Background: an optimization exercise with open tools, aiming at small area. Do not read the settings as production practice. The RTL was checked by simulation tests, not by an equivalence proof against the original design. The flow treats the clock pin as an ideal source, which a real chip does not have. No activity file was given, so power comes from the tool's default toggle rates.

==> run G: inputs <==
==> flow/design.v <==
module STS_generator(
    input       [3:0]   addr,
    output reg  [15:0]  rom
);
    always @(*) begin
        case (addr)
            4'd0: rom = {8'hde, 8'h01};
            4'd1: rom = {8'hfd, 8'hec};
            4'd2: rom = {8'h24, 8'hfd};
            4'd3: rom = {8'h18, 8'h00};
            4'd4: rom = {8'h24, 8'hfd};
            4'd5: rom = {8'hfd, 8'hec};
            4'd6: rom = {8'hde, 8'h01};
            4'd7: rom = {8'h0c, 8'h0c};
            4'd8: rom = {8'h01, 8'hde};
            4'd9: rom = {8'hec, 8'hfd};
            4'd10: rom = {8'hfd, 8'h24};
            4'd11: rom = {8'h00, 8'h18};
            4'd12: rom = {8'hfd, 8'h24};
            4'd13: rom = {8'hec, 8'hfd};
            4'd14: rom = {8'h01, 8'hde};
            4'd15: rom = {8'h0c, 8'h0c};
        endcase
    end
endmodule
module LTS_generator(
    input       [5:0]   addr,
    output      [15:0]  rom
);
    wire        neg = addr[5] && (addr[4:0] != 5'd0);
    wire [5:0]  k   = neg ? (~addr + 6'd1) : addr;
    reg  [7:0]  re, im;
    always @(*) begin
        case (k)
            6'd0: begin re = 8'h28; im = 8'h00; end
            6'd1: begin re = 8'hff; im = 8'he1; end
            6'd2: begin re = 8'h0a; im = 8'he4; end
            6'd3: begin re = 8'h19; im = 8'h15; end
            6'd4: begin re = 8'h05; im = 8'h07; end
            6'd5: begin re = 8'h0f; im = 8'hea; end
            6'd6: begin re = 8'he3; im = 8'hf2; end
            6'd7: begin re = 8'hf6; im = 8'he5; end
            6'd8: begin re = 8'h19; im = 8'hf9; end
            6'd9: begin re = 8'h0e; im = 8'h01; end
            6'd10: begin re = 8'h00; im = 8'he3; end
            6'd11: begin re = 8'hdd; im = 8'hf4; end
            6'd12: begin re = 8'h06; im = 8'hf1; end
            6'd13: begin re = 8'h0f; im = 8'hfc; end
            6'd14: begin re = 8'hfa; im = 8'h29; end
            6'd15: begin re = 8'h1f; im = 8'hff; end
            6'd16: begin re = 8'h10; im = 8'hf0; end
            6'd17: begin re = 8'h09; im = 8'h19; end
            6'd18: begin re = 8'hf1; im = 8'h0a; end
            6'd19: begin re = 8'hde; im = 8'h11; end
            6'd20: begin re = 8'h15; im = 8'h18; end
            6'd21: begin re = 8'h12; im = 8'h04; end
            6'd22: begin re = 8'hf1; im = 8'h15; end
            6'd23: begin re = 8'hf2; im = 8'hfa; end
            6'd24: begin re = 8'hf7; im = 8'hd9; end
            6'd25: begin re = 8'he1; im = 8'hfc; end
            6'd26: begin re = 8'hdf; im = 8'hfb; end
            6'd27: begin re = 8'h13; im = 8'hed; end
            6'd28: begin re = 8'hff; im = 8'h0e; end
            6'd29: begin re = 8'he8; im = 8'h1d; end
            6'd30: begin re = 8'h17; im = 8'h1b; end
            6'd31: begin re = 8'h03; im = 8'h19; end
            6'd32: begin re = 8'hd8; im = 8'h00; end
            default: begin re = 8'hxx; im = 8'hxx; end
        endcase
    end
    assign rom = {re, neg ? 8'd0 - im : im};
endmodule
module symbol_train(
    input               clk         ,
    input               rst_n       ,
    input               Tx_Clr      ,
    input               Start_En    ,
    output      [7:0]   Train_Im    ,
    output      [7:0]   Train_Re    ,
    output              Train_Adv
);
    localparam [8:0] ARMED = 9'd63;
    localparam [8:0] DONE  = 9'd385;
    reg  [8:0]  c;
    assign Train_Adv = !Tx_Clr && (Start_En || c != ARMED) && c != DONE;
    always @(posedge clk or negedge rst_n) begin
        if (!rst_n)
            c <= ARMED;
        else if (Tx_Clr)
            c <= ARMED;
        else
            c <= c + {8'd0, Train_Adv};
    end
    wire [15:0] sts_w;
    STS_generator u_STS (.addr(c[3:0]), .rom(sts_w));
    wire [15:0] sts = (c == 9'd63 || c == 9'd223) ? 16'h0606 : sts_w;
    wire [15:0] lts_w;
    LTS_generator u_LTS (.addr(c[5:0]), .rom(lts_w));
    wire [15:0] lts = (c == 9'd224) ? {8'hEC, lts_w[7:0]} :
                      (c == 9'd384) ? 16'h1400 : lts_w;
    wire [15:0] s = (c <= 9'd223) ? sts : lts;
    assign Train_Re = {s[14], s[14:8]};
    assign Train_Im = {s[6], s[6:0]};
endmodule
module spram_64(
    input               clk ,
    input       [15:0]  din ,
    output      [15:0]  dout,
    output      [15:0]  tap
);
    reg [15:0] r [0:63];
    integer i;
    always @(posedge clk) begin
        r[0] <= din;
        for (i = 1; i < 64; i = i + 1)
            r[i] <= r[i-1];
    end
    assign dout = r[63];
    assign tap  = r[47];
endmodule
module cp_add(
    input               clk         ,
    input               rst_n       ,
    input       [7:0]   Din_Re      ,
    input       [7:0]   Din_Im      ,
    input               Din_En      ,
    input       [5:0]   Din_Index   ,
    output      [7:0]   Cp_Re       ,
    output      [7:0]   Cp_Im       ,
    output              Cp_Vld
);
    wire [15:0] dly, first;
    spram_64 u_buf (.clk(clk), .din({Din_Re, Din_Im}), .dout(dly), .tap(first));
    wire        cp     = (Din_Index[5:4] == 2'b11);
    wire        w48    = cp && (Din_Index[3:0] == 4'd0);
    reg  [7:0]  Prev_Re, Prev_Im;
    always @(posedge clk or negedge rst_n) begin
        if (!rst_n) begin
            Prev_Re <= 8'd0;
            Prev_Im <= 8'd0;
        end else if (w48) begin
            Prev_Re <= first[15:8];
            Prev_Im <= first[7:0];
        end
    end
    reg  [6:0]  rd_st;
    wire        rd_en = (rd_st != 7'd0);
    always @(posedge clk or negedge rst_n) begin
        if (!rst_n)
            rd_st <= 7'd0;
        else if (Din_Index == 6'd62)
            rd_st <= 7'h40;
        else if (rd_st == 7'h09)
            rd_st <= 7'd0;
        else
            rd_st <= {rd_st[5:0], rd_st[6] ^ rd_st[5]};
    end
    wire [7:0]  win_re, win_im;
    wire [8:0]  cy_re, cy_im;
    assign cy_re[0] = 1'b0;
    assign cy_im[0] = 1'b0;
    genvar b;
    generate
        for (b = 0; b < 8; b = b + 1) begin : g_add
            assign win_re[b]  = Prev_Re[b] ^ Din_Re[b] ^ cy_re[b];
            assign cy_re[b+1] = (Prev_Re[b] & Din_Re[b]) | (cy_re[b] & (Prev_Re[b] ^ Din_Re[b]));
            assign win_im[b]  = Prev_Im[b] ^ Din_Im[b] ^ cy_im[b];
            assign cy_im[b+1] = (Prev_Im[b] & Din_Im[b]) | (cy_im[b] & (Prev_Im[b] ^ Din_Im[b]));
        end
    endgenerate
    assign Cp_Vld = cp || rd_en;
    assign Cp_Re  = w48 ? {1'b0, win_re[7:1]} : cp ? Din_Re : dly[15:8];
    assign Cp_Im  = w48 ? {1'b0, win_im[7:1]} : cp ? Din_Im : dly[7:0];
endmodule
`timescale 1ns / 1ps
module ofdm_tx_backend(
    input               clk             ,
    input               rst_n           ,
    input               Tx_Clr          ,
    input               Train_Start_En  ,
    input       [7:0]   Din_Re          ,
    input       [7:0]   Din_Im          ,
    input               Din_En          ,
    input       [5:0]   Din_Index       ,
    output reg  [7:0]   Dout_Re         ,
    output reg  [7:0]   Dout_Im         ,
    output reg          Dout_Vld
);
    wire [7:0]       Train_Im   ;
    wire [7:0]       Train_Re   ;
    wire             Train_Adv  ;
    wire [7:0]       Cp_Re      ;
    wire [7:0]       Cp_Im      ;
    wire             Cp_Vld     ;
    symbol_train  u_train (
        .clk                (clk            ),
        .rst_n              (rst_n          ),
        .Tx_Clr             (Tx_Clr         ),
        .Start_En           (Train_Start_En ),
        .Train_Im           (Train_Im       ),
        .Train_Re           (Train_Re       ),
        .Train_Adv          (Train_Adv      )
    );
    cp_add  u_cp_add(
        .clk                (clk            ),
        .rst_n              (rst_n          ),
        .Din_Re             (Din_Re         ),
        .Din_Im             (Din_Im         ),
        .Din_En             (Din_En         ),
        .Din_Index          (Din_Index      ),
        .Cp_Re              (Cp_Re          ),
        .Cp_Im              (Cp_Im          ),
        .Cp_Vld             (Cp_Vld         )
    );
    always @(posedge clk or negedge rst_n) begin
        if (!rst_n)
            Dout_Vld <= 1'b0;
        else
            Dout_Vld <= Train_Adv | Cp_Vld;
    end
    always @(posedge clk) begin
        Dout_Im <= Train_Adv ? Train_Re : Cp_Re;
        Dout_Re <= Train_Adv ? Train_Im : Cp_Im;
    end
endmodule
==> flow/flow/run.sh <==
#!/bin/bash
# Own layout flow: the standard flow (standard.sh) with
#  - the standard synthesis script, except that ABC maps for area
#    (flow/abc_area.script) instead of delay; registers are untouched,
#  - clock tree synthesis without dummy loads,
#  - the smallest buffer on the input and output ports,
#  - after clock tree synthesis, clock buffers with light loads swapped for
#    smaller ones (flow/post_cts.tcl).
# Each tool's output goes to the ORFS logs under orfs/logs/; make's own
# output goes to flow_make.log here.
set -euo pipefail
W=$(pwd)

# synthesis script: synth_recipe.tcl with the ABC script replaced
{
  echo "proc abc {args} { set i [lsearch \$args -script]; lset args [expr {\$i+1}] $W/flow/abc_area.script; yosys abc {*}\$args }"
  cat "$W/synth_recipe.tcl"
} > "$W/flow_synth.tcl"
sed "s#$W/synth_recipe.tcl#$W/flow_synth.tcl#g" "$W/standard.sh" > "$W/flow_standard.sh"
grep -q flow_synth.tcl "$W/flow_standard.sh"

export CTS_ARGS="-sink_clustering_enable -repair_clock_nets -dont_use_dummy_load -sink_clustering_size 38 -sink_clustering_max_diameter 80"
export BUFFER_PORTS_ARGS="-buffer_cell sky130_fd_sc_hd__buf_1"
export POST_CTS_TCL="$W/flow/post_cts.tcl"

bash "$W/flow_standard.sh" > "$W/flow_make.log" 2>&1
==> flow/flow/abc_area.script <==
strash
&get -n
&deepsyn -T 20
&put
dch -f
amap
==> flow/flow/post_cts.tcl <==
estimate_parasitics -placement
set slew_limit 0.110
set sizes {sky130_fd_sc_hd__clkbuf_16 sky130_fd_sc_hd__clkbuf_8 sky130_fd_sc_hd__clkbuf_4}
proc load_slew { inst } {
  set worst 0.0
  foreach pin [get_pins -of_objects [get_nets -of_objects [get_pins $inst/X]]] {
    if { [get_property $pin direction] != "input" } { continue }
    foreach p {slew_max_rise slew_max_fall} {
      set s [get_property $pin $p]
      if { $s > $worst } { set worst $s }
    }
  }
  return $worst
}
set n_changed 0
foreach inst [get_cells -hierarchical clkbuf_*] {
  set master [get_property [get_property $inst liberty_cell] name]
  if { $master != "sky130_fd_sc_hd__clkbuf_16" } { continue }
  set name [get_property $inst full_name]
  set best $master
  foreach cell [lrange $sizes 1 end] {
    replace_cell $name $cell
    estimate_parasitics -placement
    set s [load_slew $name]
    if { $s <= $slew_limit } {
      set best $cell
    } else {
      break
    }
  }
  replace_cell $name $best
  if { $best != $master } {
    incr n_changed
    puts "post_cts: $name $master -> $best"
  }
}
estimate_parasitics -placement
puts "post_cts: resized $n_changed clock buffers"
==> flow/standard.sh <==
#!/bin/bash
# synth_recipe.tcl (not shown) runs the flow's synth.tcl, then flattens the netlist and writes it again
# the make line also repeats each setting of config.mk as NAME=value (left out here)
make -C /OpenROAD-flow-scripts/flow DESIGN_CONFIG=/design/flow/config.mk WORK_HOME=/design/flow/orfs CLKGATE_MAP_FILE= SYNTH_SCRIPT=/design/flow/synth_recipe.tcl "${@:-finish}"
==> flow/config.mk <==
export PLATFORM = sky130hd
export DESIGN_NAME = ofdm_tx_backend
export DESIGN_NICKNAME = ofdm_tx_backend
export VERILOG_FILES = /design/flow/design.v
export SDC_FILE = /design/flow/constraint.sdc
export NUM_CORES = 4
export LEC_CHECK = 0
export CAP_MARGIN = 20
export CORE_MARGIN = 2
export CORE_UTILIZATION = 40
export GPL_TIMING_DRIVEN = 0
export SLEW_MARGIN = 20
==> flow/constraint.sdc <==
create_clock -name core_clock -period 5.0 [get_ports {clk}]
set_input_delay 1.0000 -clock core_clock [delete_from_list [all_inputs] [get_ports {clk}]]
set_output_delay 1.0000 -clock core_clock [all_outputs]
set_load 0.01 [all_outputs]
==> run Z (differences from run G) <==
==> flow/design.v, changed modules only <==
module symbol_train(
    input               clk         ,
    input               rst_n       ,
    input               Tx_Clr      ,
    input               Start_En    ,
    output      [7:0]   Train_Im    ,
    output      [7:0]   Train_Re    ,
    output              Train_Adv
);
    localparam [8:0] ARMED = 9'd63;
    localparam [8:0] DONE  = 9'd385;
    reg  [8:0]  c;
    assign Train_Adv = !Tx_Clr && (Start_En || c != ARMED) && c != DONE;
    always @(posedge clk or negedge rst_n) begin
        if (!rst_n)
            c <= ARMED;
        else if (Tx_Clr)
            c <= ARMED;
        else if (Train_Adv)
            c <= c + 9'd1;
    end
    wire [15:0] sts_w;
    STS_generator u_STS (.addr(c[3:0]), .rom(sts_w));
    wire [15:0] sts = (c == 9'd63 || c == 9'd223) ? 16'h0606 : sts_w;
    wire [15:0] lts_w;
    LTS_generator u_LTS (.addr(c[5:0]), .rom(lts_w));
    wire [15:0] lts = (c == 9'd224) ? {8'hEC, lts_w[7:0]} :
                      (c == 9'd384) ? 16'h1400 : lts_w;
    wire [15:0] s = (c <= 9'd223) ? sts : lts;
    assign Train_Re = s[15:8];
    assign Train_Im = s[7:0];
endmodule
module spram_64(
    input               clk ,
    input       [15:0]  din ,
    output      [15:0]  dout,
    output      [15:0]  tap
);
    reg [15:0] r [0:63];
    integer i;
    always @(posedge clk) begin
        r[0] <= din;
        for (i = 1; i < 64; i = i + 1)
            r[i] <= r[i-1];
    end
    assign dout = r[63];
    assign tap  = r[62];
endmodule
module cp_add(
    input               clk         ,
    input               rst_n       ,
    input       [7:0]   Din_Re      ,
    input       [7:0]   Din_Im      ,
    input               Din_En      ,
    input       [5:0]   Din_Index   ,
    output      [7:0]   Cp_Re       ,
    output      [7:0]   Cp_Im       ,
    output              Cp_Vld
);
    wire [15:0] dly, first;
    spram_64 u_buf (.clk(clk), .din({Din_Re, Din_Im}), .dout(dly), .tap(first));
    reg  [7:0]  Prev_Re, Prev_Im;
    always @(posedge clk or negedge rst_n) begin
        if (!rst_n) begin
            Prev_Re <= 8'd0;
            Prev_Im <= 8'd0;
        end else if (Din_Index == 6'd63) begin
            Prev_Re <= first[15:8];
            Prev_Im <= first[7:0];
        end
    end
    reg  [6:0]  rd_cnt;
    wire        rd_en = (rd_cnt != 7'd0);
    always @(posedge clk or negedge rst_n) begin
        if (!rst_n)
            rd_cnt <= 7'd0;
        else if (Din_Index == 6'd62)
            rd_cnt <= 7'd65;
        else if (rd_en)
            rd_cnt <= rd_cnt - 7'd1;
    end
    wire [7:0]  win_re = Prev_Re + Din_Re;
    wire [7:0]  win_im = Prev_Im + Din_Im;
    wire        cp     = (Din_Index[5:4] == 2'b11);
    wire        w48    = cp && (Din_Index[3:0] == 4'd0);
    assign Cp_Vld = cp || rd_en;
    assign Cp_Re  = w48 ? {1'b0, win_re[7:1]} : cp ? Din_Re : dly[15:8];
    assign Cp_Im  = w48 ? {1'b0, win_im[7:1]} : cp ? Din_Im : dly[7:0];
endmodule
==> flow/run.sh (new file) <==
#!/bin/bash
# synth_recipe.tcl (not shown) runs the flow's synth.tcl, then flattens the netlist and writes it again
# the make line also repeats each setting of config.mk as NAME=value (left out here)
make -C /OpenROAD-flow-scripts/flow DESIGN_CONFIG=/design/flow/config.mk WORK_HOME=/design/flow/orfs CLKGATE_MAP_FILE= SYNTH_SCRIPT=/design/flow/synth_recipe.tcl finish
- CTS_CLUSTER_DIAMETER: not set -> 70
- CTS_CLUSTER_SIZE: not set -> 35
- GPL_TIMING_DRIVEN: 0 -> not set
removed: flow/flow/run.sh
removed: flow/flow/abc_area.script
removed: flow/flow/post_cts.tcl
removed: flow/standard.sh
==> run F (differences from run G) <==
--- a/flow/flow/run.sh
+++ b/flow/flow/run.sh
@@ -21,3 +21,3 @@
 
-export CTS_ARGS="-sink_clustering_enable -repair_clock_nets -dont_use_dummy_load -sink_clustering_size 38 -sink_clustering_max_diameter 80"
+export CTS_ARGS="-sink_clustering_enable -repair_clock_nets -dont_use_dummy_load -sink_clustering_size 36 -sink_clustering_max_diameter 80"
 export BUFFER_PORTS_ARGS="-buffer_cell sky130_fd_sc_hd__buf_1"
==> comparison <==
Run Z went through all stages and came out clean. Run G passed the timing, design-rule and antenna checks. Run F finished with timing, DRC and antenna clean. Worst setup slack, lowest first: run F, run G, run Z. Between run F and run Z, the lower clock power is in run F (gap about 12%, measured against run Z). Between run Z and run G, the lower final area is in run G (gap 6.0%, measured against run G). Between run Z and run G, the lower die area is in run G (gap about 5%, measured against run G). Between run F and run Z, the lower wire length is in run F (gap 2.3%, measured against run Z).
==> figures <==
metric	run Z	run G	run F
CP max FO	13	9	9
First-pass iteration count of the detailed router	5	5	8
CP bufs+invs	4	6	6
Clock latency of the later-clocked register in the worst-skew pair	0.59 ns	0.59 ns	0.58 ns
Combinational cell fraction of total power	0.177	0.123	0.124
Proportion of final cell area spent on non-clock buffers	0.0211	0.00997	0.00996
Outcome	complete, no violations	complete, no violations	complete, no violations
Slew at the pin with the worst max-slew slack	0.900 ns	1.05 ns	1.03 ns
Via density	4.20	4.19	4.19
Path type of the worst min-delay path	reg -> reg	reg -> reg	in -> async
Adder and majority cell fraction of the synthesized area	0.0151	0.0179	0.0179

-- afterwards: timing with drivers on the ports --
How much do the figures lean on ideal ports? The routed layouts below were timed once more, with nothing changed but the port constraints.
Step 1 (the two cells are an assumption about what drives the block):
set clk [get_ports {clk}]
set_driving_cell -lib_cell sky130_fd_sc_hd__clkbuf_16 $clk
set_driving_cell -lib_cell sky130_fd_sc_hd__buf_2 [delete_from_list [all_inputs] $clk]
Step 2 also shifts input and output timing later by t, the mid clock arrival at the registers, as if the neighbouring blocks saw the same clock.
Three values: ideal ports, drivers, drivers and shift; two values: the first two.
| run | t (ns) | setup slack, ns | hold WS [ns] | worst setup path at the end | cell pins on the clock port's net |
|---|---|---|---|---|---|
| run G | 0.611 | 0.245 / 0.245 / 0.205 | 0.270 / 0.251 / 0.270 | input to register | 1 |
| run Z | 0.637 | 0.838 / 0.838 / 0.838 | 0.301 / 0.301 / 0.301 | register to register | 1 |
| run F | 0.605 | 0.224 / 0.224 / 0.210 | 0.268 / 0.241 / 0.279 | input to register | 1 |
After both steps setup and hold are still met in every run listed. The setup slack of run G, which loses most, moves by 0.000 ns with the drivers and by -0.040 ns with both steps.
